What follows belongs to an exercise in optimizing a design on an open flow for small area and a short achievable clock period; a production flow would make more cautious choices.
RTL that was checked went through simulation tests only; none was proved equivalent to the original.
Only the layout flow was run in runs 2 to 5, 7 and 8; the RTL was not checked for function there.
No activity file was given, so power comes from the tool's default toggle rates.

==> run.sh <==
#!/bin/bash
# synth_recipe.tcl (not shown) runs the flow's synth.tcl, then flattens the netlist and writes it again
# the make line also repeats each setting of config.mk as NAME=value (left out here)
make -C /OpenROAD-flow-scripts/flow DESIGN_CONFIG=/design/flow/config.mk WORK_HOME=/design/flow/orfs CLKGATE_MAP_FILE= SYNTH_SCRIPT=/design/flow/synth_recipe.tcl finish
==> config.mk <==
export PLATFORM = sky130hd
export DESIGN_NAME = lowp2
export DESIGN_NICKNAME = lowp2
export VERILOG_FILES = /design/flow/design.v
export SDC_FILE = /design/flow/constraint.sdc
export NUM_CORES = 4
export LEC_CHECK = 0
export CAP_MARGIN = 20
export CORE_MARGIN = 2
export CORE_UTILIZATION = 40
export SLEW_MARGIN = 20
==> constraint.sdc <==
create_clock -name core_clock -period 18.0 [get_ports {clock_in}]
set_input_delay 3.6000 -clock core_clock [delete_from_list [all_inputs] [get_ports {clock_in}]]
set_output_delay 3.6000 -clock core_clock [all_outputs]
set_load 0.01 [all_outputs]
==> design.v <==
module lowp2(signal_in,
             signal_out,
             time_constant,
             clock_in,
             reset,
             enable);
input                 enable;
input  signed [27:0]  signal_in;
output signed [27:0]  signal_out;
input  signed [4:0]   time_constant;
input                 clock_in;
input                 reset;
localparam N = 256;
reg  [28*N-1:0] sr;         
reg  [7:0]      cnt;        
reg             full;       
reg  [35:0]     sum;        
wire [27:0] oldest = sr[28*N-1 -: 28];
wire [35:0] drop   = full ? {{8{oldest[27]}}, oldest} : 36'd0;
wire [35:0] base   = sum - drop;
always @(posedge clock_in) begin
    sr <= {sr[28*N-29:0], signal_in};
end
always @(posedge clock_in) begin
    if (reset) begin
        cnt  <= 8'd0;
        full <= 1'b0;
        sum  <= 36'd0;
    end else begin
        cnt  <= cnt + 8'd1;
        if (cnt == 8'd255) full <= 1'b1;
        sum  <= base + {{8{signal_in[27]}}, signal_in};
    end
end
assign signal_out = sum[35:8];
endmodule
==> metrics.csv, run 1 <==
metric;value;unit
outcome;timing/DRC/antenna clean;
global-route wire length before repair;274800;um
R2R cell count;12;
die width;613.2;um
unrepaired setup endpoints after global routing;false;
H-tree Lvls;6;
DP Wirelength;81780;um
multi-input logic area;0.003221;mm2
Hold Crit Class;reg2reg;
grt total ovfl;0;
Crit path required time;18.87;ns
Post-synth EDFFs;0;
Syn Nets;7934;
post-synth cell types;59;
Worst-Skew Late Latency;1.02;ns
synth cell count leaders;dfxtp_1, inv_1, nor2_1;
CP endpoint;sum[30]$_SDFF_PP0_;
main flop type after synthesis;dfxtp_1;
drt pass-1 iters;5;
port bufs;57;
Core Rows;223;
Post-CTS Repair Setup Buffers;0;
FF+latch count, synth;7213;
Max clock buf depth;4;
Slew @ Worst Pin;0.7523;ns
LEAKAGE;71.50;nW
DIE HEIGHT;613.2;um
crit path launch;signal_in[3];
share of layout cells above drive strength 1;0.1141;
synth warn;1;
Post-synth ARST share;0;
final period utilization;0.3684;
CTS Buf Count;640;
largest net degree at the start of global routing;59;
clk_skew;0.06276;ns
die footprint;0.3760;mm2
post-route ant nets;0;
clk sinks;7213;
post-cts hold buffer count;0;
crit end category;register;
NumNets Final;8584;
final setup TNS;0;ns
Initial Util;0.4022;
final hold slack;0.2630;ns
Cell Area, Synth;0.1485;mm2
post_cts resized;0;
FF/Latch Area;0.1444;mm2
min cycle time layout;6.632;ns
vias in the first global route;53089;
DRC viols;0;
vias post-DR;50619;
GRT Total Usage;0.08874;
CP arrival;7.50;ns
Synth-to-Final Area Change;19.22;%
dpl ws;10.40;ns
routability cong.;0.7592;
area leader, netlist;dfxtp_1;
crit path kind;in2reg;
Max Clk Rate;150.8;MHz
Mapped Cells;7825;
Worst setup SP type;primary input;
DR WL/cell;11.89;um
area share of the largest cell type after synthesis;0.9726;
max-slew violation count;0;
critical path peak fanout;5;
drt initial violations;1918;
Area contributors post-synth;dfxtp_1, fa_1, inv_1, ha_1, nor2_1;
Filler cells;30218;
clock tree from TritonCTS;built;
worst vdd rail ir drop;131.3;uV
r2r setup slk;14.23;ns
clock root buffer;clkbuf_16;
Final Setup Violations;0;
I/O pin count;64;
pwr/cell area;173.5;mW/mm2
Worst-path clk slew;0.06;ns
antenna violations before repair;13;
Final Hold Fails;0;
Max Cap Viol;0;
sequential share of the synthesized area;0.9726;
max_slew headroom;0.4984;
Total Wirelength;165800;um
Avg Cell Area, Syn;18.97;um2
core region area;0.3691;mm2
Reg-to-Reg Start;full$_SDFFE_PP0N_;
count leader, synth;dfxtp_1;
Final WS setup;11.37;ns
mean number of vias per cell;3.629;
Reg-to-Reg End;sum[30]$_SDFF_PP0_;
==> final cells by class <==
type / count / share of cell area
tap: 4950 / 0.03499
clock inverter: 245 / 0.02128
antenna: 4 / 0.00005655
sequential: 7213 / 0.8158
timing repair buffer: 60 / 0.003322
clock buffer: 915 / 0.1034
multi-input combinational: 420 / 0.01820
inverter: 140 / 0.002969
==> sequential cells by signal (all words and copies together), names as in the netlist <==
register and count:
full 1, cnt 8, sum 36, sr 7168
==> placed cells by master (no fill, tap or decap), types with 6 or more instances in the layout <==
master,n
a21o_1,11
a21oi_1,36
a31oi_1,6
and2_1,28
and3_1,6
bufinv_16,57
clkbuf_1,152
clkbuf_16,642
clkbuf_8,121
clkdlybuf4s50_1,56
clkinv_16,30
clkinv_2,99
clkinv_4,6
clkinv_8,9
clkinvlp_4,22
dfxtp_1,7213
fa_1,35
ha_1,38
inv_1,140
inv_16,9
inv_6,13
nand2_1,31
nand3_1,15
nand4_1,11
nor2_1,61
nor2b_1,12
nor3_1,12
o211ai_1,11
o21ai_0,22
xnor2_1,13
xor2_1,14
==> worst min path at each step <==
stage	from	cells past startpoint	endpoint	slack, ns
final	sr[1928]$_DFF_P_	0	sr[1956]$_DFF_P_	0.26
after global routing	sr[1928]$_DFF_P_	0	sr[1956]$_DFF_P_	0.26
after CTS	sr[1928]$_DFF_P_	0	sr[1956]$_DFF_P_	0.26
after detailed placement	sr[988]$_DFF_P_	0	sr[1016]$_DFF_P_	0.31
after global placement	sr[1657]$_DFF_P_	0	sr[1685]$_DFF_P_	0.31
after floorplan	sr[972]$_DFF_P_	0	sr[1000]$_DFF_P_	0.31
==> stage by stage <==
step / std cells / instance area [um2] / utilization / power [mW]
6_report: 13947 / 177000 / 0.4795 / 30.70
5_1_grt: 13944 / 177000 / 0.4795 / 31.88
4_1_cts: 13943 / 177000 / 0.4795 / 31.15
3_5_place_dp: 12783 / 154900 / 0.4197 / 17.38
3_3_place_gp: 12783 / 154900 / 0.4197 / 17.38
2_1_floorplan: 7825 / 148500 / - / 17.09
==> worst max-delay path, stage by stage <==
cell and delay [ns]:
clkdlybuf4s50_1 0.80, inv_1 0.16, fa_1 0.57, inv_1 0.05
ha_1 0.36, o211ai_1 0.12, o211ai_1 0.36, a41oi_2 0.26
a21oi_2 0.39, a31oi_1 0.27, o21ai_1 0.21, mux2_2 0.35
==> report_power, final <==
part / leakage [nW] / internal, mW / switching (mW) / total [mW]
Combinational: 2.13 / 0.291 / 0.499 / 0.790
Clock: 10.7 / 8.00 / 5.69 / 13.7
Sequential: 58.6 / 16.2 / 0.0596 / 16.2
==> layer usage <==
| layer | vias up | GRT usage | part of all wire |
|---|---|---|---|
| met2 | 870 | 0.1268 | 0.41 |
| met5 | - | 0 | 0 |
| met3 | 526 | 0.02447 | 0.051 |
| li1 | 25527 | - | - |
| met1 | 23696 | 0.1236 | 0.50 |
| met4 | 0 | 0.04386 | 0.040 |
==> logic make-up after synthesis <==
logic type	Yosys count	synth area share
flops	7213	0.9726
buf+inv	192	0.005680
xor+xnor	27	0.001593
simple gates	193	0.006439
fa+ha+maj	73	0.007922
compound gates	121	0.005284
mux	6	0.0004551
==> run 2: changes to the inputs <==
==> design.v (replaced) <==
module lowp2(signal_in,
             signal_out,
             time_constant,
             clock_in,
             reset,
             enable);
input                 enable;
input  signed [27:0]  signal_in;
output signed [27:0]  signal_out;
input  signed [4:0]   time_constant;
input                 clock_in;
input                 reset;
localparam N = 256;
localparam W = 36;
reg  [28*(N-1)-1:0] sr;     
reg  [27:0]     last;       
reg  [7:0]      cnt;        
reg             full;       
reg  [W-1:0]    sum;        
wire            full_next = ~reset & (full | (cnt == 8'd255));
wire [W-1:0] base = sum - {{(W-28){last[27]}}, last};
wire [W-1:0] a = {{(W-28){signal_in[27]}}, signal_in};
wire [W-1:0] p0 = a ^ base;
wire [W-1:0] g0 = a & base;
wire [W-1:0] gl [0:6];
wire [W-1:0] pl [0:6];
assign gl[0] = g0;
assign pl[0] = p0;
genvar l, i;
generate
    for (l = 0; l < 6; l = l + 1) begin : lev
        for (i = 0; i < W; i = i + 1) begin : bt
            if (i >= (1 << l)) begin : mix
                assign gl[l+1][i] = gl[l][i] | (pl[l][i] & gl[l][i - (1 << l)]);
                assign pl[l+1][i] = pl[l][i] & pl[l][i - (1 << l)];
            end else begin : pass
                assign gl[l+1][i] = gl[l][i];
                assign pl[l+1][i] = pl[l][i];
            end
        end
    end
endgenerate
wire [W-1:0] nsum = p0 ^ {gl[6][W-2:0], 1'b0};
always @(posedge clock_in) begin
    sr   <= {sr[28*(N-2)-1:0], signal_in};
    last <= full_next ? sr[28*(N-1)-1 -: 28] : 28'd0;
end
always @(posedge clock_in) begin
    if (reset) begin
        cnt  <= 8'd0;
        full <= 1'b0;
        sum  <= {W{1'b0}};
    end else begin
        cnt  <= cnt + 8'd1;
        full <= full_next;
        sum  <= nsum;
    end
end
assign signal_out = sum[W-1:8];
endmodule
==> run 2 against run 1 <==
Net effect:
- clock-buffer cell count increased by 15
- register-to-register slack got worse by 1.8 ns
- via count increased by 1.1%
- critical endpoint is now sum[35]$_SDFF_PP0_
- first-iteration DRC count increased by 2.4%
- combinational power increased by 97%
- synthesized cell count increased by 0.45%
- sequential cell count unchanged
- hold slack improved by 0.023 ns
- still clean
- clock skew decreased by 0.020 ns
==> metrics.csv, run 2 <==
metric;value;unit;change
outcome;timing/DRC/antenna clean;;
unrepaired setup endpoints after global routing;false;;
largest net degree at the start of global routing;46;;-22%
Synth Area in Adders;0.006322;;-0.001600
port bufs;57;;unchanged
sequential share of the synthesized area;0.9702;;-0.002379
Crit path required time;18.93;ns;+0.06 ns
die footprint;0.3770;mm2;+0.24%
I/O pin count;64;;unchanged
final period utilization;0.3583;;-0.01016
Critical path buffers and inverters;2;;-1
Max clock buf depth;4;;unchanged
max_slew headroom;0.5558;;+0.05732
max reg flops;7140;;-0.39%
Worst-path clk slew;0.06;ns;about the same
Cell Area, Synth;0.1488;mm2;+0.25%
share of layout cells above drive strength 1;0.1149;;+0.0008576
Avg Cell Area, Syn;18.93;um2;-0.20%
compound-cell area share of the yosys netlist;0.009962;;+0.004678
DRC viols;0;;unchanged
die width;614.0;um;+0.12%
main flop type after synthesis;dfxtp_1;;
Area contributors post-synth;dfxtp_1, ha_1, a21oi_1, xnor2_1, nor2_1;;
global-route wire length before repair;279200;um;+1.6%
drt pass-1 iters;7;;+2
DIE HEIGHT;614.0;um;+0.12%
clock share of power;0.437;;-0.009
Post-synth EDFFs;0;;unchanged
critical path peak fanout;5;;unchanged
drt initial violations;1964;;+2.4%
count leader, synth;dfxtp_1;;
pwr/cell area;177.9;mW/mm2;+2.5%
Initial Util;0.4026;;about the same
clk sinks;7213;;unchanged
crit path kind;in2reg;;
LEAKAGE;71.61;nW;+0.16%
CP arrival;7.38;ns;-0.12 ns
Synth-to-Final Area Change;19.35;%;
synth warn;1;;unchanged
post-synth cell types;64;;+8.5%
largest family of logic cells by synthesized area;compound AO/OA/AOI/OAI gates;;
Total Wirelength;167100;um;+0.76%
CTS Buf Count;639;;-0.16%
GRT Total Usage;0.08956;;+0.0008211
slowest CP cell;clkdlybuf4s50_1;;
Post-synth ARST share;0;;unchanged
simple-gate share of the synthesized area;0.006818;;+0.0003794
Worst setup SP type;primary input;;
Most flops, register;sr;;
mean number of vias per cell;3.659;;+0.81%
worst vdd rail ir drop;106.8;uV;-19%
Core Rows;223;;unchanged
Max Cap Viol;0;;unchanged
DP Wirelength;83240;um;+1.8%
Largest delay share family, worst path;compound AO/OA/AOI/OAI gates;;
Mapped Cells;7860;;+0.45%
FF+latch count, synth;7213;;unchanged
Max Clk Rate;155.1;MHz;+2.8%
Internal;24.94;mW;+2.0%
antenna violations before repair;9;;-4
Comb power frac;0.049;;+0.023
NumNets Final;8630;;+0.54%
Worst-Skew Late Latency;1.01;ns;about the same
cells along the critical path;clkdlybuf4s50_1, ha_1, o21ai_0, nor2_1, a41oi_1, o221ai_1, buf_4, a41oi_1, o2111ai_1, a21oi_1, xnor3_1, nor2_1;;
core region area;0.3697;mm2;+0.15%
min cycle time layout;6.449;ns;-0.1829 ns
post-route ant nets;0;;unchanged
Sw Share;0.2107;;+0.007169
Hold Crit Class;reg2reg;;
Post-CTS Repair Setup Buffers;0;;unchanged
area leader, netlist;dfxtp_1;;
Psw;6.656;mW;+6.5%
Seq pwr share;0.514;;-0.014
final setup TNS;0;ns;unchanged
vias in the first global route;53939;;+1.6%
clk_skew;0.04298;ns;-0.01979 ns
post_cts resized;0;;unchanged
post-cts hold buffer count;0;;unchanged
Slew @ Worst Pin;0.6613;ns;-0.09107 ns
crit end category;register;;
biggest regs;sr: 7140 flops, sum: 36 flops, last: 28 flops;;
max-slew violation count;0;;unchanged
Synth Area in XOR/XNOR;0.003623;;+0.002031
max incr delay on CP;0.65;ns;-0.15 ns
grt total ovfl;0;;unchanged
post-layout util;0.4805;;+0.0009550
clock tree from TritonCTS;built;;
mux cell area share after synthesis;0.00007566;;-0.0003794
area share of the largest cell type after synthesis;0.9702;;-0.002379
clock root buffer;clkbuf_16;;
Final Hold Fails;0;;unchanged
vias post-DR;51194;;+1.1%
most frequent cells in the layout;dfxtp_1, clkbuf_16, clkbuf_1;;
DR WL/cell;11.94;um;+0.44%
Final Setup Violations;0;;unchanged
H-tree Lvls;6;;unchanged
Syn Nets;7970;;+0.45%
synth cell count leaders;dfxtp_1, ha_1, nor2_1;;
routability cong.;0.7601;;+0.12%
most common cell after layout, fill and taps aside;dfxtp_1;;
[run 2: cell count changes after synthesis, sizes merged, moves of 6 or more]
cell / delta
o21ai: +10
a211oi: +8
a21o: +17
o21bai: +9
o21a: +13
nor2: +6
inv: -93
ha: +34
a21oi: +31
buf: -6
xnor2: +21
fa: -33
xor2: +11
[run 2: final timing paths]
path	slack (ns)	from	end	cells after the start
max	11.55	signal_in[2]	sum[35]$_SDFF_PP0_	12
min	0.29	sr[3385]$_DFF_P_	sr[3413]$_DFF_P_	0
max reg2reg	12.44	sum[0]$_SDFF_PP0_	sum[34]$_SDFF_PP0_	23
min reg2reg	0.29	sr[3385]$_DFF_P_	sr[3413]$_DFF_P_	0
[run 2: layer usage]
layer	routed length, um	track usage	share of wire	vias up
li1	-	-	-	25935
met3	8347	0.02493	0.050	450
met2	68590	0.1300	0.41	829
met5	0	0	0	-
met4	5603	0.04024	0.034	0
met1	84570	0.1243	0.51	23980
[run 2: metrics by stage]
step                instance area, um2  hold WS (ns)  total power [mW]  std cells  setup WS, ns
floorplan                       148800        0.3096             17.66       7860         11.94
global placement                155400        0.3095             18.20      12829         10.30
detailed placement              155400        0.3121             18.17      12829         10.36
CTS                             177600        0.2778             32.06      13989         11.45
global route                    177600        0.2819             32.88      13990         11.31
finish                          177600        0.2856             31.59      13992         11.55
[run 2: logic make-up after synthesis]
group,Yosys count
xor gates and xnor gates,60
DFF,7213
muxes,1
buffers and inverters,89
and+or+nand+nor,204
adders and majority gates,74
AOI/OAI and AO/OA,219
[run 2: final cells by class]
type	instances	area (um2)
fillers	30284	192100
flip-flops and latches	7213	144400
clock buffers	930	18560
well taps	4950	6193
multi-input cells	558	3991
clock inverters	230	3704
repair buffers	61	595.6
inverters	47	176.4
diodes	3	7.507
[run 2: power by group through the flow]
stage / Clock [mW] / Combinational [mW] / Sequential [mW]
2_1_floorplan: 0 / 1.10 / 16.6
3_3_place_gp: 0 / 1.61 / 16.6
3_5_place_dp: 0 / 1.58 / 16.6
4_1_cts: 14.2 / 1.59 / 16.2
5_1_grt: 14.9 / 1.74 / 16.2
6_report: 13.8 / 1.56 / 16.2
==> run 3: changes to the inputs <==
==> flow/run.sh (new file) <==
#!/bin/bash
# The standard layout (the standard.sh), with changes to how it is made:
#  - ports are buffered with buf_4 instead of the delay buffer buffer_ports picks by default;
#  - CTS inserts no dummy loads and clusters more sinks per leaf buffer;
#  - timing repair aims for a setup margin, so that it sizes the few paths through the
#    adder and the ports for speed (the SDC and its clock period are the standard flow's, unchanged).
set -euo pipefail
CTS="-sink_clustering_enable -repair_clock_nets -dont_use_dummy_load"
CTS="$CTS"
bash standard.sh \
  "BUFFER_PORTS_ARGS=-buffer_cell sky130_fd_sc_hd__buf_4" \
  "CTS_ARGS=$CTS" \
  "SETUP_SLACK_MARGIN=0" \
  finish > standard_make.log 2>&1
==> standard.sh (new file) <==
#!/bin/bash
# synth_recipe.tcl (not shown) runs the flow's synth.tcl, then flattens the netlist and writes it again
# the make line also repeats each setting of config.mk as NAME=value (left out here)
make -C /OpenROAD-flow-scripts/flow DESIGN_CONFIG=/design/flow/config.mk WORK_HOME=/design/flow/orfs CLKGATE_MAP_FILE= SYNTH_SCRIPT=/design/flow/synth_recipe.tcl "${@:-finish}"
--- a/config.mk
+++ b/config.mk
@@ -7,5 +7,6 @@
 export LEC_CHECK = 0
 export CAP_MARGIN = 20
 export CORE_MARGIN = 2
-export CORE_UTILIZATION = 40
+export CORE_UTILIZATION = 70
+export PLACE_DENSITY = 0.78
 export SLEW_MARGIN = 20
removed: run.sh
==> run 3 against run 2 <==
Net effect:
- still clean on timing, DRC and antenna
- sequential share of layout area up 4.8 points
- clock skew up 0.046 ns
- via count up 3.0%
==> metrics.csv, run 3 <==
metric;value;unit;change
Hold Crit Class;reg2reg;;
CTS Buf Count;605;;-5.3%
outcome;timing/DRC/antenna clean;;
Initial Util;0.7031;;+0.3006
area leader, netlist;dfxtp_1;;
Worst-Skew Late Latency;0.95;ns;-0.06 ns
synth cell count leaders;dfxtp_1, ha_1, nor2_1;;
Finished Layout Cells;11305;;-19%
core region area;0.2117;mm2;-43%
CP arrival;6.80;ns;-0.58 ns
clk sinks;7213;;unchanged
dpl cells;10698;;-17%
NumNets Final;8594;;-0.42%
Synth Area in XOR/XNOR;0.003623;;unchanged
Worst setup SP type;primary input;;
mean number of vias per cell;4.666;;+28%
Mapped Cells;7860;;unchanged
Most flops, register;sr;;
main flop type after synthesis;dfxtp_1;;
Cell Area, Synth;0.1488;mm2;unchanged
Post-CTS Repair Setup Buffers;0;;unchanged
final setup TNS;0;ns;unchanged
clock root buffer;clkbuf_16;;
most common cell after layout, fill and taps aside;dfxtp_1;;
post-synth cell types;64;;unchanged
synth warn;1;;unchanged
Synth Area in Adders;0.006322;;unchanged
Slew @ Worst Pin;0.6248;ns;-0.03651 ns
drt initial violations;2880;;+47%
post-route ant nets;0;;unchanged
post_cts resized;0;;unchanged
dpl ws;11.15;ns;+0.7906 ns
grt total ovfl;0;;unchanged
Final WS setup;12.08;ns;+0.5294 ns
Total Wirelength;257800;um;+54%
crit path kind;in2reg;;
DP Wirelength;94370;um;+13%
Crit path required time;18.88;ns;-0.05 ns
final period utilization;0.3289;;-0.02941
unrepaired setup endpoints after global routing;false;;
Max Clk Rate;168.9;MHz;+8.9%
die width;465.1;um;-24%
max-slew violation count;0;;unchanged
worst vdd rail ir drop;173.5;uV;+63%
critical path peak fanout;5;;unchanged
largest net degree at the start of global routing;46;;unchanged
max_slew headroom;0.5835;;+0.02773
area share of the largest cell type after synthesis;0.9702;;unchanged
H-tree Lvls;6;;unchanged
drt pass-1 iters;5;;-2
sequential share of the synthesized area;0.9702;;unchanged
biggest regs;sr: 7140 flops, sum: 36 flops, last: 28 flops;;
most frequent cells in the layout;dfxtp_1, clkbuf_16, ha_1;;
share of layout cells above drive strength 1;0.08064;;-0.03430
Syn Nets;7970;;unchanged
Worst-path clk slew;0.06;ns;about the same
routability cong.;0.7977;;+4.9%
Area contributors post-synth;dfxtp_1, ha_1, a21oi_1, xnor2_1, nor2_1;;
antenna violations before repair;17;;+8
largest family of logic cells by synthesized area;compound AO/OA/AOI/OAI gates;;
clk_skew;0.08932;ns;+0.04634 ns
Synth-to-Final Area Change;12.67;%;
simple-gate share of the synthesized area;0.006818;;unchanged
Post-synth ARST share;0;;unchanged
pwr/cell area;173.5;mW/mm2;-2.4%
global-route wire length before repair;395400;um;+42%
Max Cap Viol;0;;unchanged
port bufs;57;;unchanged
Post-synth EDFFs;0;;unchanged
Final Setup Violations;0;;unchanged
I/O pin count;64;;unchanged
vias in the first global route;62428;;+16%
vias post-DR;52749;;+3.0%
mux cell area share after synthesis;0.00007566;;unchanged
Final Hold Fails;0;;unchanged
DIE HEIGHT;465.1;um;-24%
min cycle time layout;5.920;ns;-0.5294 ns
FF+latch count, synth;7213;;unchanged
max reg flops;7140;;unchanged
die footprint;0.2163;mm2;-43%
Avg Cell Area, Syn;18.93;um2;unchanged
post-cts hold buffer count;0;;unchanged
Max clock buf depth;4;;unchanged
count leader, synth;dfxtp_1;;
compound-cell area share of the yosys netlist;0.009962;;unchanged
clock tree from TritonCTS;built;;
total power;29.10;mW;-7.9%
GRT Total Usage;0.2451;;+0.1555
DR WL/cell;22.80;um;+91%
LEAKAGE;68.24;nW;-4.7%
crit end category;register;;
Core Rows;169;;-24%
DRC viols;0;;unchanged
-- run 3: routing by layer --
metal | GRT usage | share of wire | vias to the layer above
li1 | - | - | 25348
met4 | 0.08978 | 0.034 | 0
met3 | 0.04114 | 0.028 | 477
met5 | 0 | 0 | -
met2 | 0.4570 | 0.55 | 951
met1 | 0.2816 | 0.39 | 25973
-- run 3: kinds of logic after synthesis --
kind of cell	after synthesis
compound gates	219
xor+xnor	60
fa+ha+maj	74
buf+inv	89
flops	7213
mux	1
simple gates	204
-- run 3: through the flow --
stage	hold slack, ns	instance area [um2]	util
2_1_floorplan	0.3096	148800	-
3_3_place_gp	0.3096	152500	0.7207
3_5_place_dp	0.3121	152500	0.7207
4_1_cts	0.2533	167700	0.7922
5_1_grt	0.2706	167700	0.7922
6_report	0.2676	167700	0.7922
-- run 3: report_power, final --
part | internal [mW] | total (mW) | switching [mW]
sequential | 16.2 | 16.3 | 0.0905
clock | 5.93 | 11.3 | 5.39
combinational | 0.610 | 1.52 | 0.905
-- run 3: final cells by class --
cell class | instances | area (um2)
inverter | 47 | 176.4
multi-input combinational | 558 | 3989
fill | 9520 | 43980
antenna | 2 | 5.005
tap | 2821 | 3530
clock buffer | 605 | 15140
sequential | 7213 | 144400
timing repair buffer | 59 | 442.9
-- run 3: critical path, cell delays in order --
cell	delay (ns)
buf_4	0.16
ha_1	0.40
o21ai_0	0.22
nor2_1	0.12
a41oi_1	0.44
o221ai_1	0.32
a41oi_1	0.60
o2111ai_1	0.26
a21oi_1	0.19
xnor3_1	0.40
nor2_1	0.08
-- run 3: final timing paths --
check                startpoint            endpoint  slack (ns)  cells past startpoint
min reg2reg    sr[6707]$_DFF_P_    sr[6735]$_DFF_P_        0.27                      0
min            sr[6707]$_DFF_P_    sr[6735]$_DFF_P_        0.27                      0
max reg2reg  last[0]$_SDFF_PN0_  sum[35]$_SDFF_PP0_       12.40                     22
max                signal_in[2]  sum[35]$_SDFF_PP0_       12.08                     11
==> run 4: changes to the inputs <==
==> design.v (replaced) <==
module lowp2(signal_in,
             signal_out,
             time_constant,
             clock_in,
             reset,
             enable);
input                 enable;
input  signed [27:0]  signal_in;
output signed [27:0]  signal_out;
input  signed [4:0]   time_constant;
input                 clock_in;
input                 reset;
localparam N = 256;
localparam W = 36;
reg  [28*(N-1)-1:0] sr;     
reg  [27:0]     last;       
reg  [7:0]      cnt;        
reg             full;       
reg  [W-1:0]    sum;        
wire            full_next = ~reset & (full | (cnt == 8'd255));
wire [W-1:0] base = sum - {{(W-28){last[27]}}, last};
wire [W-1:0] nsum;
lowp2_add #(.W(W)) add (.a({{(W-28){signal_in[27]}}, signal_in}), .b(base), .y(nsum));
always @(posedge clock_in) begin
    sr   <= {sr[28*(N-2)-1:0], signal_in};
    last <= full_next ? sr[28*(N-1)-1 -: 28] : 28'd0;
end
always @(posedge clock_in) begin
    if (reset) begin
        cnt  <= 8'd0;
        full <= 1'b0;
        sum  <= {W{1'b0}};
    end else begin
        cnt  <= cnt + 8'd1;
        full <= full_next;
        sum  <= nsum;
    end
end
assign signal_out = sum[W-1:8];
endmodule
module lowp2_add #(parameter W = 36) (a, b, y);
input  [W-1:0] a;
input  [W-1:0] b;
output [W-1:0] y;
localparam L = $clog2(W);
wire [W-1:0] gl [0:L];
wire [W-1:0] pl [0:L];
assign gl[0] = a & b;
assign pl[0] = a ^ b;
genvar l, i;
generate
    for (l = 0; l < L; l = l + 1) begin : lev
        for (i = 0; i < W; i = i + 1) begin : bt
            if (i >= (1 << l)) begin : mix
                assign gl[l+1][i] = gl[l][i] | (pl[l][i] & gl[l][i - (1 << l)]);
                assign pl[l+1][i] = pl[l][i] & pl[l][i - (1 << l)];
            end else begin : pass
                assign gl[l+1][i] = gl[l][i];
                assign pl[l+1][i] = pl[l][i];
            end
        end
    end
endgenerate
assign y = pl[0] ^ {gl[L][W-2:0], 1'b0};
endmodule
--- a/flow/run.sh
+++ b/flow/run.sh
@@ -6,9 +6,9 @@
 #    adder and the ports for speed (the SDC and its clock period are the standard flow's, unchanged).
 set -euo pipefail
 CTS="-sink_clustering_enable -repair_clock_nets -dont_use_dummy_load"
-CTS="$CTS"
+CTS="$CTS -sink_clustering_size 20 -sink_clustering_max_diameter 60"
 bash standard.sh \
   "BUFFER_PORTS_ARGS=-buffer_cell sky130_fd_sc_hd__buf_4" \
   "CTS_ARGS=$CTS" \
-  "SETUP_SLACK_MARGIN=0" \
+  "SETUP_SLACK_MARGIN=13.8" \
   finish > standard_make.log 2>&1
--- a/config.mk
+++ b/config.mk
@@ -10,3 +10,5 @@
 export CORE_UTILIZATION = 70
 export PLACE_DENSITY = 0.78
 export SLEW_MARGIN = 20
+export SYNTH_HIERARCHICAL = 1
+export SYNTH_MINIMUM_KEEP_SIZE = 0
==> run 4 against run 3 <==
Net effect:
- the flow now stops in clock tree synthesis (4_1_cts)
- synthesized area increased by 0.34%
- synthesized cell count increased by 1.1%
==> metrics.csv, run 4 <==
metric;value;unit;change
outcome;aborted with a tool error;;
Stop stage;clock tree synthesis (4_1_cts);;
Log Error;[ERROR DPL-0033] detailed placement checks failed during check placement.;;
I/O pin count;64;;unchanged
area share of the largest cell type after synthesis;0.9669;;-0.003309
clock root buffer;clkbuf_16;;
Post-CTS Repair Setup Buffers;40;;+40
clk sinks;7213;;unchanged
Cell Area, Synth;0.1493;mm2;+0.34%
post-synth cell types;70;;+9.4%
synth warn;8;;+7
DP Wirelength;114100;um;+21%
H-tree Lvls;5;;-1
area leader, netlist;dfxtp_1;;
main flop type after synthesis;dfxtp_1;;
port bufs;57;;unchanged
CTS Buf Count;416;;-31%
Mapped Cells;7950;;+1.1%
Core Rows;169;;unchanged
synth cell count leaders;dfxtp_1, a21oi_1, ha_1;;
post-cts hold buffer count;0;;unchanged
routability cong.;0.7453;;-6.6%
Post-synth ARST share;0;;unchanged
DIE HEIGHT;465.9;um;+0.17%
Syn Nets;8059;;+1.1%
count leader, synth;dfxtp_1;;
Max clock buf depth;4;;unchanged
Post-synth EDFFs;0;;unchanged
FF+latch count, synth;7213;;unchanged
post_cts resized;206;;+206
sequential share of the synthesized area;0.9669;;-0.003309
Initial Util;0.7041;;+0.0009990
die width;465.9;um;+0.17%
Area contributors post-synth;dfxtp_1, ha_1, xnor2_1, a21oi_1, nor2b_1;;
Avg Cell Area, Syn;18.78;um2;-0.79%
==> run 4: changes by cell type after synthesis, sizes merged, moves of 12 or more <==
cell    change
o21ai      +12
clkbuf     +15
nor2b      +26
nor2       -22
nand4      +13
nand2      +29
==> run 4: metrics by stage <==
stage / instances / instance area (um2) / setup WS (ns)
2_1_floorplan: 7950 / 149600 / 12.63
3_3_place_gp: 10766 / 153200 / 11.84
3_5_place_dp: 10766 / 153200 / 11.81
==> run 4: kinds of logic after synthesis <==
logic type / Yosys count / share of synthesized area
buffers and inverters: 115 / 0.003737
AND/OR/NAND/NOR: 254 / 0.009032
adder cells (fa/ha/maj): 73 / 0.006217
AO/OA/AOI/OAI: 223 / 0.009853
flip-flops: 7213 / 0.9669
XOR/XNOR: 72 / 0.004223
==> run 4: power by group through the flow <==
stage	Combinational [mW]	Sequential (mW)	Clock [mW]
2_1_floorplan	1.43	16.6	0
3_5_place_dp	2.00	16.6	0
3_3_place_gp	2.05	16.6	0
==> run 4: worst min path at each step <==
stage | from | end | slack [ns] | depth (start not counted)
2_1_floorplan | sr[972]$_DFF_P_ | sr[1000]$_DFF_P_ | 0.31 | 0
3_3_place_gp | sr[1952]$_DFF_P_ | sr[1980]$_DFF_P_ | 0.31 | 0
3_5_place_dp | sr[1202]$_DFF_P_ | sr[1230]$_DFF_P_ | 0.31 | 0
==> run 5: changes to the inputs <==
--- a/config.mk
+++ b/config.mk
@@ -7,8 +7,8 @@
 export LEC_CHECK = 0
 export CAP_MARGIN = 20
 export CORE_MARGIN = 2
-export CORE_UTILIZATION = 70
-export PLACE_DENSITY = 0.78
+export CORE_UTILIZATION = 62
+export PLACE_DENSITY = 0.72
 export SLEW_MARGIN = 20
 export SYNTH_HIERARCHICAL = 1
 export SYNTH_MINIMUM_KEEP_SIZE = 0
==> run 5 against run 4 <==
Net effect:
- the run now finishes clean
- synthesized cell count did not move
- synthesized area did not move
==> metrics.csv, run 5 <==
metric;value;unit;change
R2R cell count;18;;
sequential share of the synthesized area;0.9669;;unchanged
vias in the first global route;53197;;
main flop type after synthesis;dfxtp_1;;
Initial Util;0.6220;;-0.08210
Syn Nets;8059;;unchanged
Worst-path clk slew;0.08;ns;
clock tree from TritonCTS;built;;
Max Clk Rate;198.6;MHz;
Reg-to-Reg End;sum[35]$_SDFF_PP0_;;
Largest delay share family, worst path;flip-flops;;
min cycle time layout;5.035;ns;
Synth-to-Final Area Change;10.90;%;
unrepaired setup endpoints after global routing;true;;
Synth Area in XOR/XNOR;0.004223;;unchanged
outcome;timing/DRC/antenna clean;;
area leader, netlist;dfxtp_1;;
pwr/cell area;166.6;mW/mm2;
cells along the critical path;buf_6;;
r2r setup slk;13.23;ns;
drt initial violations;2183;;
clock root buffer;clkbuf_16;;
CTS Buf Count;421;;+1.2%
clk sinks;7213;;unchanged
Area contributors post-synth;dfxtp_1, ha_1, xnor2_1, a21oi_1, nor2b_1;;
final hold slack;0.2259;ns;
FF/Latch Area;0.1445;mm2;
synth warn;8;;unchanged
compound-cell area share of the yosys netlist;0.009853;;unchanged
Post-synth ARST share;0;;unchanged
Worst setup SP type;register;;
FF+latch count, synth;7213;;unchanged
antenna violations before repair;7;;
LEAKAGE;66.53;nW;
NumNets Final;8525;;
Most flops, register;sr;;
Crit path required time;14.40;ns;
Worst Hold Path EP;sr[7083]$_DFF_P_;;
multi-input logic area;0.005331;mm2;
H-tree Lvls;5;;unchanged
biggest regs;sr: 7140 flops, sum: 36 flops, last: 28 flops;;
critical path peak fanout;2;;
die footprint;0.2448;mm2;
max incr delay on CP;0.40;ns;
most common cell after layout, fill and taps aside;dfxtp_1;;
Filler cells;14696;;
Worst-Skew Late Latency;0.95;ns;
largest net degree at the start of global routing;46;;
WHS Path Cells;0;;
simple-gate share of the synthesized area;0.009032;;unchanged
Mapped Cells;7950;;unchanged
Finished Layout Cells;11605;;
routability cong.;0.7478;;+0.34%
clk_skew;0.1287;ns;
Post-synth EDFFs;0;;unchanged
Total Wirelength;181500;um;
Synth Area in Adders;0.006217;;unchanged
core region area;0.2401;mm2;
I/O pin count;64;;unchanged
final period utilization;0.2797;;
mean number of vias per cell;4.305;;
max-slew violation count;0;;
Final Hold Fails;0;;
DP Wirelength;87560;um;-23%
largest family of logic cells by synthesized area;compound AO/OA/AOI/OAI gates;;
Hold Crit Class;reg2reg;;
port bufs;57;;unchanged
synth cell count leaders;dfxtp_1, a21oi_1, ha_1;;
final setup TNS;0;ns;
Max clock buf depth;4;;unchanged
crit path kind;reg2out;;
Max Cap Viol;0;;
DR WL/cell;15.64;um;
Critical path buffers and inverters;1;;
count leader, synth;dfxtp_1;;
post-route ant nets;0;;
Core Rows;180;;+6.5%
worst vdd rail ir drop;111.2;uV;
grt total ovfl;0;;
Final Setup Violations;0;;
max_slew headroom;0.5387;;
slowest CP cell;dfxtp_4;;
Reg-to-Reg Start;last[0]$_SDFF_PN0_;;
DRC viols;0;;
vias post-DR;49957;;
GRT Total Usage;0.1500;;
Avg Cell Area, Syn;18.78;um2;unchanged
max reg flops;7140;;
share of layout cells above drive strength 1;0.08260;;
die width;494.8;um;+6.2%
crit end category;primary output;;
DIE HEIGHT;494.8;um;+6.2%
area share of the largest cell type after synthesis;0.9669;;unchanged
Slew @ Worst Pin;0.6833;ns;
drt pass-1 iters;4;;
post-synth cell types;70;;unchanged
mux cell area share after synthesis;0;;unchanged
dpl cells;11129;;+3.4%
global-route wire length before repair;290600;um;
CP arrival;1.43;ns;
Cell Area, Synth;0.1493;mm2;unchanged
most frequent cells in the layout;dfxtp_1, clkbuf_16, a21oi_1;;
hold path start;sr[7055]$_DFF_P_;;
[run 5: cell counts after synthesis]
No cell type changed its count.
[run 5: metrics by stage]
| step | util | total power, mW | worst slack (ns) | instance area, um2 |
|---|---|---|---|---|
| after floorplan | - | 17.99 | 12.63 | 149600 |
| after global placement | 0.6400 | 18.66 | 11.84 | 153600 |
| after detailed placement | 0.6400 | 18.64 | 11.86 | 153600 |
| after CTS | 0.6886 | 27.73 | 12.85 | 165300 |
| after global routing | 0.6897 | 28.64 | 12.87 | 165600 |
| final | 0.6898 | 27.60 | 12.97 | 165600 |
[run 5: how the worst max path moves through the flow]
stage	startpoint	endpoint	cells past startpoint
2_1_floorplan	signal_in[6]	sum[31]$_SDFF_PP0_	9
3_3_place_gp	signal_in[24]	sum[35]$_SDFF_PP0_	10
3_5_place_dp	signal_in[0]	sum[24]$_SDFF_PP0_	12
4_1_cts	sum[28]$_SDFF_PP0_	signal_out[20]	1
5_1_grt	sum[28]$_SDFF_PP0_	signal_out[20]	1
6_report	sum[28]$_SDFF_PP0_	signal_out[20]	1
[run 5: cell type report]
type,count,area share
sequential,7213,0.8724
antenna,6,0.00009066
tap,3185,0.02406
multi-input combinational,622,0.03219
inverter,52,0.001179
clock buffer,421,0.06362
timing repair buffer,106,0.006498
[run 5: cell families after synthesis]
| kind of cell | after synthesis |
|---|---|
| AO/OA/AOI/OAI | 223 |
| XOR/XNOR | 72 |
| adder cells (fa/ha/maj) | 73 |
| buffers and inverters | 115 |
| flip-flops | 7213 |
| AND/OR/NAND/NOR | 254 |
[run 5: metal layers]
metal,part of all wire,global-route usage
met1,0.49,0.2151
met2,0.44,0.2308
met3,0.031,0.02625
met4,0.034,0.05588
met5,0,0
[run 5: timing repair]
| item | CTS | global route |
|---|---|---|
| resized for setup | 201 | 34 |
| hold buffers | 0 | 0 |
| buffers inserted | 36 | 13 |
| setup endpoints to repair | 76 | 58 |
| pin swaps | 38 | 29 |
[run 5: power by group]
group	switching [mW]	internal (mW)	leakage (nW)
Combinational	1.46	1.21	2.70
Clock	4.56	4.14	5.19
Sequential	0.0813	16.2	58.6
Total	6.10	21.5	66.5
==> run 6: changes to the inputs <==
--- a/design.v
+++ b/design.v
@@ -42,7 +42,7 @@
 input  [W-1:0] a;
 input  [W-1:0] b;
 output [W-1:0] y;
-localparam L = $clog2(W);
+localparam L = 6;                   
 wire [W-1:0] gl [0:L];
 wire [W-1:0] pl [0:L];
 assign gl[0] = a & b;
==> run 6 against run 5 <==
Net effect:
- hold slack unchanged
- register-to-register slack about the same
- worst setup slack unchanged
- synthesized cell count unchanged
- combinational power about the same
- total power unchanged
- sequential power is essentially flat
- largest cell class unchanged
==> metrics.csv, run 6 <==
metric;value;unit;change
Syn Nets;8059;;unchanged
core region area;0.2401;mm2;unchanged
hold path start;sr[7055]$_DFF_P_;;
vias post-DR;49957;;unchanged
pwr/cell area;166.6;mW/mm2;unchanged
clk_skew;0.1287;ns;unchanged
LEAKAGE;66.53;nW;unchanged
Highest Signal Layer;met4;;
clk sinks;7213;;unchanged
Reg-to-Reg Start;last[0]$_SDFF_PN0_;;
Total Wirelength;181500;um;unchanged
Largest delay share family, worst path;flip-flops;;
FF+latch count, synth;7213;;unchanged
Final WS setup;12.97;ns;unchanged
synth cell count leaders;dfxtp_1, a21oi_1, ha_1;;
WHS Path Cells;0;;unchanged
clock root buffer;clkbuf_16;;
cells along the critical path;buf_6;;
share of layout cells above drive strength 1;0.08260;;unchanged
max-slew violation count;0;;unchanged
wire length on met2;80740;um;unchanged
CP arrival;1.43;ns;about the same
Final Setup Violations;0;;unchanged
final hold slack;0.2259;ns;unchanged
Cell Area, Synth;0.1493;mm2;unchanged
wl on met1;89050;um;unchanged
Crit path required time;14.40;ns;about the same
post-route ant nets;0;;unchanged
Avg Cell Area, Syn;18.78;um2;unchanged
CTS Buf Count;421;;unchanged
total power;27.60;mW;unchanged
Area contributors post-synth;dfxtp_1, ha_1, xnor2_1, a21oi_1, nor2b_1;;
Worst Hold Path EP;sr[7083]$_DFF_P_;;
min cycle time layout;5.035;ns;unchanged
count leader, synth;dfxtp_1;;
worst vdd rail ir drop;111.2;uV;unchanged
Post-synth ARST share;0;;unchanged
Initial Util;0.6220;;unchanged
Mapped Cells;7950;;unchanged
synth warn;8;;unchanged
I/O pin count;64;;unchanged
DR WL/cell;15.64;um;unchanged
drt pass-1 iters;4;;unchanged
slowest CP cell;dfxtp_4;;
biggest regs;sr: 7140 flops, sum: 36 flops, last: 28 flops;;
Worst setup SP type;register;;
Critical path buffers and inverters;1;;unchanged
Core Rows;180;;unchanged
largest net degree at the start of global routing;46;;unchanged
unrepaired setup endpoints after global routing;true;;
Max clock buf depth;4;;unchanged
crit path kind;reg2out;;
Final Hold Fails;0;;unchanged
Max Cap Viol;0;;unchanged
die footprint;0.2448;mm2;unchanged
most frequent cells in the layout;dfxtp_1, clkbuf_16, a21oi_1;;
outcome;timing/DRC/antenna clean;;
Post-synth EDFFs;0;;unchanged
most common cell after layout, fill and taps aside;dfxtp_1;;
H-tree Lvls;5;;unchanged
Hold Crit Class;reg2reg;;
clock tree from TritonCTS;built;;
mean number of vias per cell;4.305;;unchanged
routability cong.;0.7478;;unchanged
max reg flops;7140;;unchanged
die width;494.8;um;unchanged
area leader, netlist;dfxtp_1;;
metal3 WL;5566;um;unchanged
Slew @ Worst Pin;0.6833;ns;unchanged
grt total ovfl;0;;unchanged
Max Clk Rate;198.6;MHz;unchanged
NumNets Final;8525;;unchanged
Synth-to-Final Area Change;10.90;%;unchanged
crit end category;primary output;;
global-route wire length before repair;290600;um;unchanged
final period utilization;0.2797;;unchanged
Worst-Skew Late Latency;0.95;ns;about the same
area share of the largest cell type after synthesis;0.9669;;unchanged
GRT Total Usage;0.1500;;unchanged
Reg-to-Reg End;sum[35]$_SDFF_PP0_;;
Most flops, register;sr;;
post-synth cell types;70;;unchanged
DP Wirelength;87560;um;unchanged
r2r setup slk;13.23;ns;about the same
max incr delay on CP;0.40;ns;about the same
sequential share of the synthesized area;0.9669;;unchanged
Worst-path clk slew;0.08;ns;about the same
DRC viols;0;;unchanged
drt initial violations;2183;;unchanged
critical path peak fanout;2;;unchanged
dpl ws;11.86;ns;unchanged
vias in the first global route;53197;;unchanged
R2R cell count;18;;unchanged
DIE HEIGHT;494.8;um;unchanged
port bufs;57;;unchanged
main flop type after synthesis;dfxtp_1;;
final setup TNS;0;ns;unchanged
max_slew headroom;0.5387;;unchanged
antenna violations before repair;7;;unchanged
run 6: routing by layer:
| layer | track usage | up-vias |
|---|---|---|
| met2 | 0.2308 | 599 |
| met5 | 0 | - |
| met1 | 0.2151 | 23662 |
| li1 | - | 25294 |
| met4 | 0.05588 | 0 |
| met3 | 0.02625 | 402 |
run 6: worst max-delay path by stage:
stage	from	cells past startpoint	slack (ns)	to
after detailed placement	signal_in[0]	12	11.86	sum[24]$_SDFF_PP0_
after CTS	sum[28]$_SDFF_PP0_	1	12.85	signal_out[20]
final	sum[28]$_SDFF_PP0_	1	12.97	signal_out[20]
after global placement	signal_in[24]	10	11.84	sum[35]$_SDFF_PP0_
after floorplan	signal_in[6]	9	12.63	sum[31]$_SDFF_PP0_
after global routing	sum[28]$_SDFF_PP0_	1	12.87	signal_out[20]
run 6: where the power goes:
part | switching, mW | internal, mW
registers | 0.0813 | 16.2
clock network | 4.56 | 4.14
logic | 1.46 | 1.21
total | 6.10 | 21.5
run 6: stage by stage:
| stage | util | instance area [um2] | std cells |
|---|---|---|---|
| floorplan | - | 149600 | 7950 |
| global placement | 0.6400 | 153600 | 11129 |
| detailed placement | 0.6400 | 153600 | 11129 |
| CTS | 0.6886 | 165300 | 11586 |
| global route | 0.6897 | 165600 | 11600 |
| finish | 0.6898 | 165600 | 11605 |
run 6: logic make-up after synthesis:
| kind of cell | after synthesis | share of synthesized area |
|---|---|---|
| xor gates and xnor gates | 72 | 0.004223 |
| buffers and inverters | 115 | 0.003737 |
| and+or+nand+nor | 254 | 0.009032 |
| adders and majority gates | 73 | 0.006217 |
| DFF | 7213 | 0.9669 |
| AOI/OAI and AO/OA | 223 | 0.009853 |
run 6: area by class of cell:
cell class                 count  area [um2]
antenna                        6       15.01
inverter                      52       195.2
sequential                  7213      144500
clock buffer                 421       10540
fill                       14696       74470
tap                         3185        3985
multi-input combinational    622        5331
timing repair buffer         106        1076
run 6: what timing repair did:
item                                    in CTS  in global routing
endpoints found under the setup margin      76                 58
hold buffers                                 0                  0
pin swaps                                   38                 29
gates resized for setup                    201                 34
buffers inserted                            36                 13
==> run 7: changes to the inputs <==
--- a/design.v
+++ b/design.v
@@ -16,9 +16,10 @@
 reg  [27:0]     last;       
 reg  [7:0]      cnt;        
 reg             full;       
-reg  [W-1:0]    sum;        
+reg  [W-1:0]    sumn;       
+reg  [27:0]     outq;       
 wire            full_next = ~reset & (full | (cnt == 8'd255));
-wire [W-1:0] base = sum - {{(W-28){last[27]}}, last};
+wire [W-1:0] base = ~sumn - {{(W-28){last[27]}}, last};
 wire [W-1:0] nsum;
 lowp2_add #(.W(W)) add (.a({{(W-28){signal_in[27]}}, signal_in}), .b(base), .y(nsum));
 always @(posedge clock_in) begin
@@ -29,20 +30,22 @@
     if (reset) begin
         cnt  <= 8'd0;
         full <= 1'b0;
-        sum  <= {W{1'b0}};
+        sumn <= {W{1'b1}};
+        outq <= 28'd0;
     end else begin
         cnt  <= cnt + 8'd1;
         full <= full_next;
-        sum  <= nsum;
+        sumn <= ~nsum;
+        outq <= nsum[W-1:8];
     end
 end
-assign signal_out = sum[W-1:8];
+assign signal_out = outq;
 endmodule
 module lowp2_add #(parameter W = 36) (a, b, y);
 input  [W-1:0] a;
 input  [W-1:0] b;
 output [W-1:0] y;
-localparam L = 6;                   
+localparam L = $clog2(W);
 wire [W-1:0] gl [0:L];
 wire [W-1:0] pl [0:L];
 assign gl[0] = a & b;
--- a/flow/run.sh
+++ b/flow/run.sh
@@ -6,7 +6,7 @@
 #    adder and the ports for speed (the SDC and its clock period are the standard flow's, unchanged).
 set -euo pipefail
 CTS="-sink_clustering_enable -repair_clock_nets -dont_use_dummy_load"
-CTS="$CTS -sink_clustering_size 20 -sink_clustering_max_diameter 60"
+CTS="$CTS -sink_clustering_size 28 -sink_clustering_max_diameter 50"
 bash standard.sh \
   "BUFFER_PORTS_ARGS=-buffer_cell sky130_fd_sc_hd__buf_4" \
   "CTS_ARGS=$CTS" \
==> run 7 against run 6 <==
Net effect:
- via count is 1.3% higher
- die area is 0.43% higher
- synthesized area is 0.43% higher
- critical path type is now in2reg
- largest cell class unchanged
- utilization is 0.19 points higher
==> metrics.csv, run 7 <==
metric;value;unit;change
outcome;timing/DRC/antenna clean;;
most frequent cells in the layout;dfxtp_1, clkbuf_16, inv_1;;
Max Clk Rate;197.4;MHz;-0.59%
port bufs;57;;unchanged
clock share of power;0.308;;-0.007
Max Cap Viol;0;;unchanged
Core Rows;180;;unchanged
Worst-path clk slew;0.10;ns;+0.02 ns
final setup TNS;0;ns;unchanged
vias post-DR;50590;;+1.3%
global-route wire length before repair;315700;um;+8.6%
synth warn;8;;unchanged
biggest regs;sr: 7140 flops, sumn: 36 flops;;
DR WL/cell;16.73;um;+7.0%
Crit path required time;18.77;ns;+4.37 ns
met3 Usage GRT;0.02666;;+0.0004021
Most flops, register;sr;;
vias in the first global route;55361;;+4.1%
largest net degree at the start of global routing;46;;unchanged
main flop type after synthesis;dfxtp_1;;
FF+latch count, synth;7241;;+0.39%
grt total ovfl;0;;unchanged
Max clock buf depth;4;;unchanged
Cell Area, Synth;0.1500;mm2;+0.43%
I/O pin count;64;;unchanged
DRC viols;0;;unchanged
Worst setup SP type;primary input;;
Mapped Cells;8034;;+1.1%
die width;495.8;um;+0.21%
Hold Crit Class;reg2reg;;
Post-synth EDFFs;0;;unchanged
max_slew headroom;0.3713;;-0.1674
critical path peak fanout;3;;+1
H-tree Lvls;5;;unchanged
Initial Util;0.6235;;+0.001525
post-synth cell types;65;;-7.1%
clock root buffer;clkbuf_16;;
Syn Nets;8143;;+1.0%
Worst-Skew Late Latency;0.96;ns;about the same
Seq pwr share;0.586;;-0.002
final period utilization;0.2814;;+0.001672
Synth-to-Final Area Change;10.93;%;about the same
routability cong.;0.7480;;about the same
Avg Cell Area, Syn;18.67;um2;-0.62%
crit end category;register;;
synth cell count leaders;dfxtp_1, inv_1, a21oi_1;;
Total Wirelength;195700;um;+7.9%
area share of the largest cell type after synthesis;0.9665;;about the same
max-slew violation count;0;;unchanged
clk sinks;7241;;+0.39%
min cycle time layout;5.065;ns;+0.03010 ns
most common cell after layout, fill and taps aside;dfxtp_1;;
sequential share of the synthesized area;0.9665;;about the same
Area contributors post-synth;dfxtp_1, ha_1, a21oi_1, inv_1, xnor2_1;;
met1 usage;0.2307;;+0.01554
design area;0.1664;mm2;+0.46%
crit path kind;in2reg;;
LEAKAGE;67.12;nW;+0.87%
Comb power frac;0.107;;+0.010
share of layout cells above drive strength 1;0.08351;;+0.0009091
clk_skew;0.1065;ns;-0.02220 ns
post-route ant nets;0;;unchanged
Internal;21.60;mW;+0.50%
core region area;0.2405;mm2;+0.19%
Final Hold Fails;0;;unchanged
worst vdd rail ir drop;121.9;uV;+9.6%
Sw Share;0.2264;;+0.005388
Slew @ Worst Pin;0.9431;ns;+0.2598 ns
mean number of vias per cell;4.324;;+0.44%
pwr/cell area;167.9;mW/mm2;+0.73%
GRT met2 Usage;0.2629;;+0.03209
drt pass-1 iters;5;;+1
Top Usage Layer GRT;met2;;
die footprint;0.2459;mm2;+0.43%
Final Setup Violations;0;;unchanged
DP Wirelength;87850;um;+0.33%
final hold slack;0.2485;ns;+0.02265 ns
area leader, netlist;dfxtp_1;;
DIE HEIGHT;495.8;um;+0.21%
GRT Total Usage;0.1631;;+0.01308
Post-synth ARST share;0;;unchanged
CP arrival;5.83;ns;+4.40 ns
Post-DP Area;0.1546;mm2;+0.59%
unrepaired setup endpoints after global routing;true;;
NumNets Final;8625;;+1.2%
clock tree from TritonCTS;built;;
Psw;6.322;mW;+3.7%
max reg flops;7140;;unchanged
antenna violations before repair;3;;-4
CTS Buf Count;405;;-3.8%
drt initial violations;2247;;+2.9%
count leader, synth;dfxtp_1;;
run 7: cell count changes in the layout (fill, tap and decap cells not counted), sizes merged, moves of 8 or more:
cell	change
inv	+63
dfxtp	+28
clkbuf	-16
nand2b	+11
xnor2	-10
a21oi	+9
xor2	+8
run 7: final timing paths:
path,end,slack [ns],cells past startpoint,startpoint
max reg2reg,sumn[35]$_SDFF_PP1_,13.25,21,sumn[0]$_SDFF_PP1_
min,sr[6144]$_DFF_P_,0.25,0,sr[6116]$_DFF_P_
max,sumn[32]$_SDFF_PP1_,12.94,14,signal_in[0]
min reg2reg,sr[6144]$_DFF_P_,0.25,0,sr[6116]$_DFF_P_
run 7: cell families after synthesis:
logic type / synth area share
AND/OR/NAND/NOR: 0.009502
AO/OA/AOI/OAI: 0.009769
multiplexers: 0.0001335
XOR/XNOR: 0.004088
adder cells (fa/ha/maj): 0.006190
buffers and inverters: 0.003812
flip-flops: 0.9665
run 7: routing by layer:
| metal | vias up | part of all wire |
|---|---|---|
| met2 | 513 | 0.47 |
| li1 | 25550 | - |
| met1 | 24161 | 0.48 |
| met4 | 0 | 0.023 |
| met3 | 366 | 0.027 |
| met5 | - | 0 |
run 7: timing repair:
| item | in CTS | in global routing |
|---|---|---|
| resized for setup | 228 | 65 |
| hold buffers | 0 | 0 |
| setup buffers | 27 | 24 |
| pin swaps | 56 | 41 |
| endpoints found under the setup margin | 86 | 88 |
run 7: final cells by class:
type                            instances  area (um2)
Timing Repair Buffer                  109        1085
Sequential cell                      7241      145000
Fill cell                           14085       74160
Tap cell                             3185        3985
Multi-Input combinational cell        644        5694
Antenna cell                            1       2.502
Inverter                              115       431.7
Clock buffer                          405       10130
run 7: power by group through the flow:
stage	clock network, mW	registers, mW	logic [mW]
final	8.60	16.4	2.98
after global placement	0	16.7	2.24
after CTS	8.85	16.4	2.77
after global routing	9.37	16.4	3.26
after detailed placement	0	16.7	2.20
after floorplan	0	16.7	1.45
run 7: stage by stage:
step	utilization	cells	total power [mW]	worst slack, ns
4_1_cts	0.6895	11675	27.99	12.88
6_report	0.6917	11700	27.93	12.94
2_1_floorplan	-	8034	18.12	12.54
3_5_place_dp	0.6426	11243	18.91	11.59
3_3_place_gp	0.6425	11243	18.95	11.60
5_1_grt	0.6917	11700	29.01	12.89
run 7: worst max-delay path: stages:
cell and delay, ns:
buf_12 0.10, ha_4 0.15, inv_2 0.04, fa_2 0.35, nand2b_4 0.16, a21oi_4 0.19
o21ai_4 0.11, a31oi_4 0.21, buf_12 0.14, a31oi_4 0.12, o21ai_2 0.20, xor2_1 0.21
nor2b_4 0.19, inv_2 0.04
==> run 8: changes to the inputs <==
--- a/design.v
+++ b/design.v
@@ -45,7 +45,7 @@
 input  [W-1:0] a;
 input  [W-1:0] b;
 output [W-1:0] y;
-localparam L = $clog2(W);
+localparam L = 6;                   
 wire [W-1:0] gl [0:L];
 wire [W-1:0] pl [0:L];
 assign gl[0] = a & b;
--- a/flow/run.sh
+++ b/flow/run.sh
@@ -6,7 +6,7 @@
 #    adder and the ports for speed (the SDC and its clock period are the standard flow's, unchanged).
 set -euo pipefail
 CTS="-sink_clustering_enable -repair_clock_nets -dont_use_dummy_load"
-CTS="$CTS -sink_clustering_size 28 -sink_clustering_max_diameter 50"
+CTS="$CTS -sink_clustering_size 20 -sink_clustering_max_diameter 60 -sink_clustering_buffer sky130_fd_sc_hd__clkbuf_8"
 bash standard.sh \
   "BUFFER_PORTS_ARGS=-buffer_cell sky130_fd_sc_hd__buf_4" \
   "CTS_ARGS=$CTS" \
==> run 8 against run 7 <==
Net effect:
- still clean on timing, DRC and antenna
- worst setup slack got worse by 0.067 ns
- sequential cell count unchanged
- combinational power increased by 1%
- sequential share of layout area increased by 2.0 points
- clock skew increased by 0.0055 ns
- sequential power about the same
- cell count increased by 0.11%
- clock-buffer cell count increased by 17
- global-route usage decreased by 2.4 points
- design area decreased by 2.3%
- synthesized cell count unchanged
- largest power group unchanged
==> metrics.csv, run 8 <==
metric;value;unit;change
final setup TNS;0;ns;unchanged
Crit path required time;18.75;ns;-0.02 ns
max incr delay on CP;0.35;ns;about the same
crit end category;register;;
most common cell after layout, fill and taps aside;dfxtp_1;;
Final Hold Fails;0;;unchanged
slowest CP cell;fa_2;;
antenna violations before repair;6;;+3
max-slew violation count;0;;unchanged
clk_skew;0.1120;ns;+0.005521 ns
most frequent cells in the layout;dfxtp_1, clkbuf_8, inv_1;;
Hold Crit Class;reg2reg;;
H-tree Lvls;5;;unchanged
drt initial violations;1866;;-17%
Total Wirelength;168100;um;-14%
Core Rows;180;;unchanged
Mapped Cells;8034;;unchanged
CTS Buf Count;422;;+4.2%
largest family of logic cells by synthesized area;compound AO/OA/AOI/OAI gates;;
Initial Util;0.6235;;unchanged
die width;495.8;um;unchanged
Filler cells;15061;;+6.9%
min cycle time layout;5.132;ns;+0.06680 ns
Synth Area in XOR/XNOR;0.004088;;unchanged
Slew @ Worst Pin;0.9588;ns;+0.01567 ns
post-layout util;0.6761;;-0.01562
final hold slack;0.2794;ns;+0.03082 ns
Cell Area, Synth;0.1500;mm2;unchanged
Most flops, register;sr;;
global-route wire length before repair;274200;um;-13%
Worst-Skew Late Latency;0.91;ns;-0.05 ns
multi-input logic area;0.005747;mm2;+0.92%
port bufs;57;;unchanged
post-route ant nets;0;;unchanged
biggest regs;sr: 7140 flops, sumn: 36 flops;;
worst vdd rail ir drop;112.2;uV;-7.9%
synth cell count leaders;dfxtp_1, inv_1, a21oi_1;;
max_slew headroom;0.3608;;-0.01044
mean number of vias per cell;4.242;;-1.9%
final period utilization;0.2851;;+0.003711
Max Cap Viol;0;;unchanged
vias in the first global route;51590;;-6.8%
Avg Cell Area, Syn;18.67;um2;unchanged
main flop type after synthesis;dfxtp_1;;
max reg flops;7140;;unchanged
compound-cell area share of the yosys netlist;0.009769;;unchanged
area share of the largest cell type after synthesis;0.9665;;unchanged
Post-DP Area;0.1546;mm2;unchanged
Worst setup SP type;primary input;;
critical path peak fanout;3;;unchanged
DR WL/cell;14.35;um;-14%
Max clock buf depth;4;;unchanged
Max Clk Rate;194.9;MHz;-1.3%
core region area;0.2405;mm2;unchanged
GRT Total Usage;0.1387;;-0.02441
synth warn;8;;unchanged
Post-synth EDFFs;0;;unchanged
outcome;timing/DRC/antenna clean;;
grt total ovfl;0;;unchanged
clk sinks;7241;;unchanged
drt pass-1 iters;5;;unchanged
I/O pin count;64;;unchanged
crit path kind;in2reg;;
NumNets Final;8638;;+0.15%
simple-gate share of the synthesized area;0.009502;;unchanged
LEAKAGE;65.39;nW;-2.6%
area leader, netlist;dfxtp_1;;
Synth Area in Adders;0.006190;;unchanged
largest net degree at the start of global routing;46;;unchanged
clock tree from TritonCTS;built;;
design area;0.1626;mm2;-2.3%
Final Setup Violations;0;;unchanged
FF+latch count, synth;7241;;unchanged
vias post-DR;49683;;-1.8%
sequential share of the synthesized area;0.9665;;unchanged
Area contributors post-synth;dfxtp_1, ha_1, a21oi_1, inv_1, xnor2_1;;
post-cts hold buffer count;0;;unchanged
Worst-path clk slew;0.11;ns;about the same
mux cell area share after synthesis;0.0001335;;unchanged
DRC viols;0;;unchanged
CP arrival;5.88;ns;+0.05 ns
Post-synth ARST share;0;;unchanged
die footprint;0.2459;mm2;unchanged
FF/Latch Area;0.1450;mm2;unchanged
count leader, synth;dfxtp_1;;
cells along the critical path;buf_12, ha_4, inv_2, fa_2, nand2b_4, a21oi_4, o21ai_4, a31oi_4, buf_12, buf_6, a31oi_4, o21ai_2, xor2_1, nor2b_4, inv_2;;
pwr/cell area;159.8;mW/mm2;-4.8%
clock root buffer;clkbuf_16;;
share of layout cells above drive strength 1;0.08502;;+0.001515
unrepaired setup endpoints after global routing;true;;
routability cong.;0.7480;;unchanged
DP Wirelength;87850;um;unchanged
DIE HEIGHT;495.8;um;unchanged
Synth-to-Final Area Change;8.425;%;
Syn Nets;8143;;unchanged
post-synth cell types;65;;unchanged
==> run 8: changes by cell type in the layout (fill, tap and decap cells not counted), sizes merged <==
| cell | delta |
|---|---|
| buf | -4 |
| clkbuf | +17 |
==> run 8: worst max-delay path: cells and delay by family <==
kind | cells | cell delay (ns)
AOI/OAI and AO/OA | 5 | 0.81
adders and majority gates | 2 | 0.49
buffers and inverters | 5 | 0.41
and+or+nand+nor | 2 | 0.35
xor gates and xnor gates | 1 | 0.21
==> run 8: path summary, 6_finish.rpt <==
kind	start	endpoint	slack, ns	depth (start not counted)
worst min register to register	sr[1593]$_DFF_P_	sr[1621]$_DFF_P_	0.28	0
worst max register to register	last[1]$_SDFF_PN0_	sumn[28]$_SDFF_PP1_	13.26	20
worst max-delay path	signal_in[0]	sumn[32]$_SDFF_PP1_	12.87	15
worst min-delay path	sr[1593]$_DFF_P_	sr[1621]$_DFF_P_	0.28	0
==> run 8: cells by family after synthesis <==
logic type	after synthesis
AO/OA/AOI/OAI	231
XOR/XNOR	70
adder cells (fa/ha/maj)	73
buffers and inverters	149
flip-flops	7241
multiplexers	2
AND/OR/NAND/NOR	268
==> run 8: per-stage QoR <==
stage | setup slack, ns | power, mW | std cells
6_report | 12.87 | 25.98 | 11713
5_1_grt | 12.83 | 27.10 | 11713
4_1_cts | 12.90 | 26.03 | 11690
3_5_place_dp | 11.59 | 18.91 | 11243
3_3_place_gp | 11.60 | 18.95 | 11243
2_1_floorplan | 12.54 | 18.12 | 8034
==> run 8: final cells by class <==
type | instances | share of cell area
sequential | 7241 | 0.8919
multi-input combinational | 644 | 0.03534
antenna | 1 | 0.00001539
inverter | 115 | 0.002654
clock buffer | 422 | 0.03911
tap | 3185 | 0.02451
timing repair buffer | 105 | 0.006463
==> run 8: timing repair <==
action / in CTS / in global routing
endpoints found under the setup margin: 86 / 88
pin swaps: 51 / 36
gates resized for setup: 242 / 62
buffers inserted: 25 / 22
==> run 8: where the power goes <==
group          switching (mW)  internal, mW
logic                    1.64          1.38
clock network            4.24          2.37
registers              0.0826          16.3
==> run 8: per-layer routing <==
layer  share of wire  routed length, um  up-vias  track usage
li1                -                  -    25501            -
met4           0.028               4699        0      0.04842
met1            0.53              89210    23249       0.2130
met3           0.032               5451      389      0.02621
met5               0                  0        -            0
met2            0.41              68690      544       0.1982

[static timing again, ports no longer ideal]
The flow's constraints put no driver on any port. The routed layouts listed below were extracted and timed again, unchanged, in two steps.
Step 1: set_driving_cell puts a clkbuf_16 on clock_in and a buf_2 on each other input, an assumption about the parent block.
Step 2 adds t to the input delays and takes it off the output delays; t is the mean of the earliest and latest rising clock arrival at the registers after step 1. Input paths then give back, and output paths get back, about the clock's delay inside the block.
Three values: no drivers, after step 1, after step 2; two values: the first two.
| run | shift t [ns] | slack for setup (ns) | clock arrival spread, ns | worst register clock-pin slew, ns |
|---|---|---|---|---|
| run 1 | 1.075 | 11.368 / 11.439 / 10.363 | 0.077 / 0.077 | 0.07 / 0.07 |
| run 2 | 1.068 | 11.551 / 11.620 / 10.552 | 0.077 / 0.078 | 0.07 / 0.07 |
| run 3 | 1.002 | 12.080 / 12.142 / 11.140 | 0.107 / 0.107 | 0.09 / 0.09 |
| run 5 | 0.977 | 12.965 / 12.876 / 12.075 | 0.139 / 0.140 | 0.08 / 0.08 |
| run 6 | 0.977 | 12.965 / 12.876 / 12.075 | 0.139 / 0.140 | 0.08 / 0.08 |
| run 7 | 1.007 | 12.935 / 12.901 / 11.954 | 0.159 / 0.160 | 0.11 / 0.11 |
| run 8 | 0.963 | 12.868 / 12.898 / 11.935 | 0.147 / 0.146 | 0.12 / 0.12 |
After both steps every run listed still meets setup and hold. The setup slack of run 1, which loses most, moves by +0.071 ns with the drivers and by -1.005 ns with both steps.
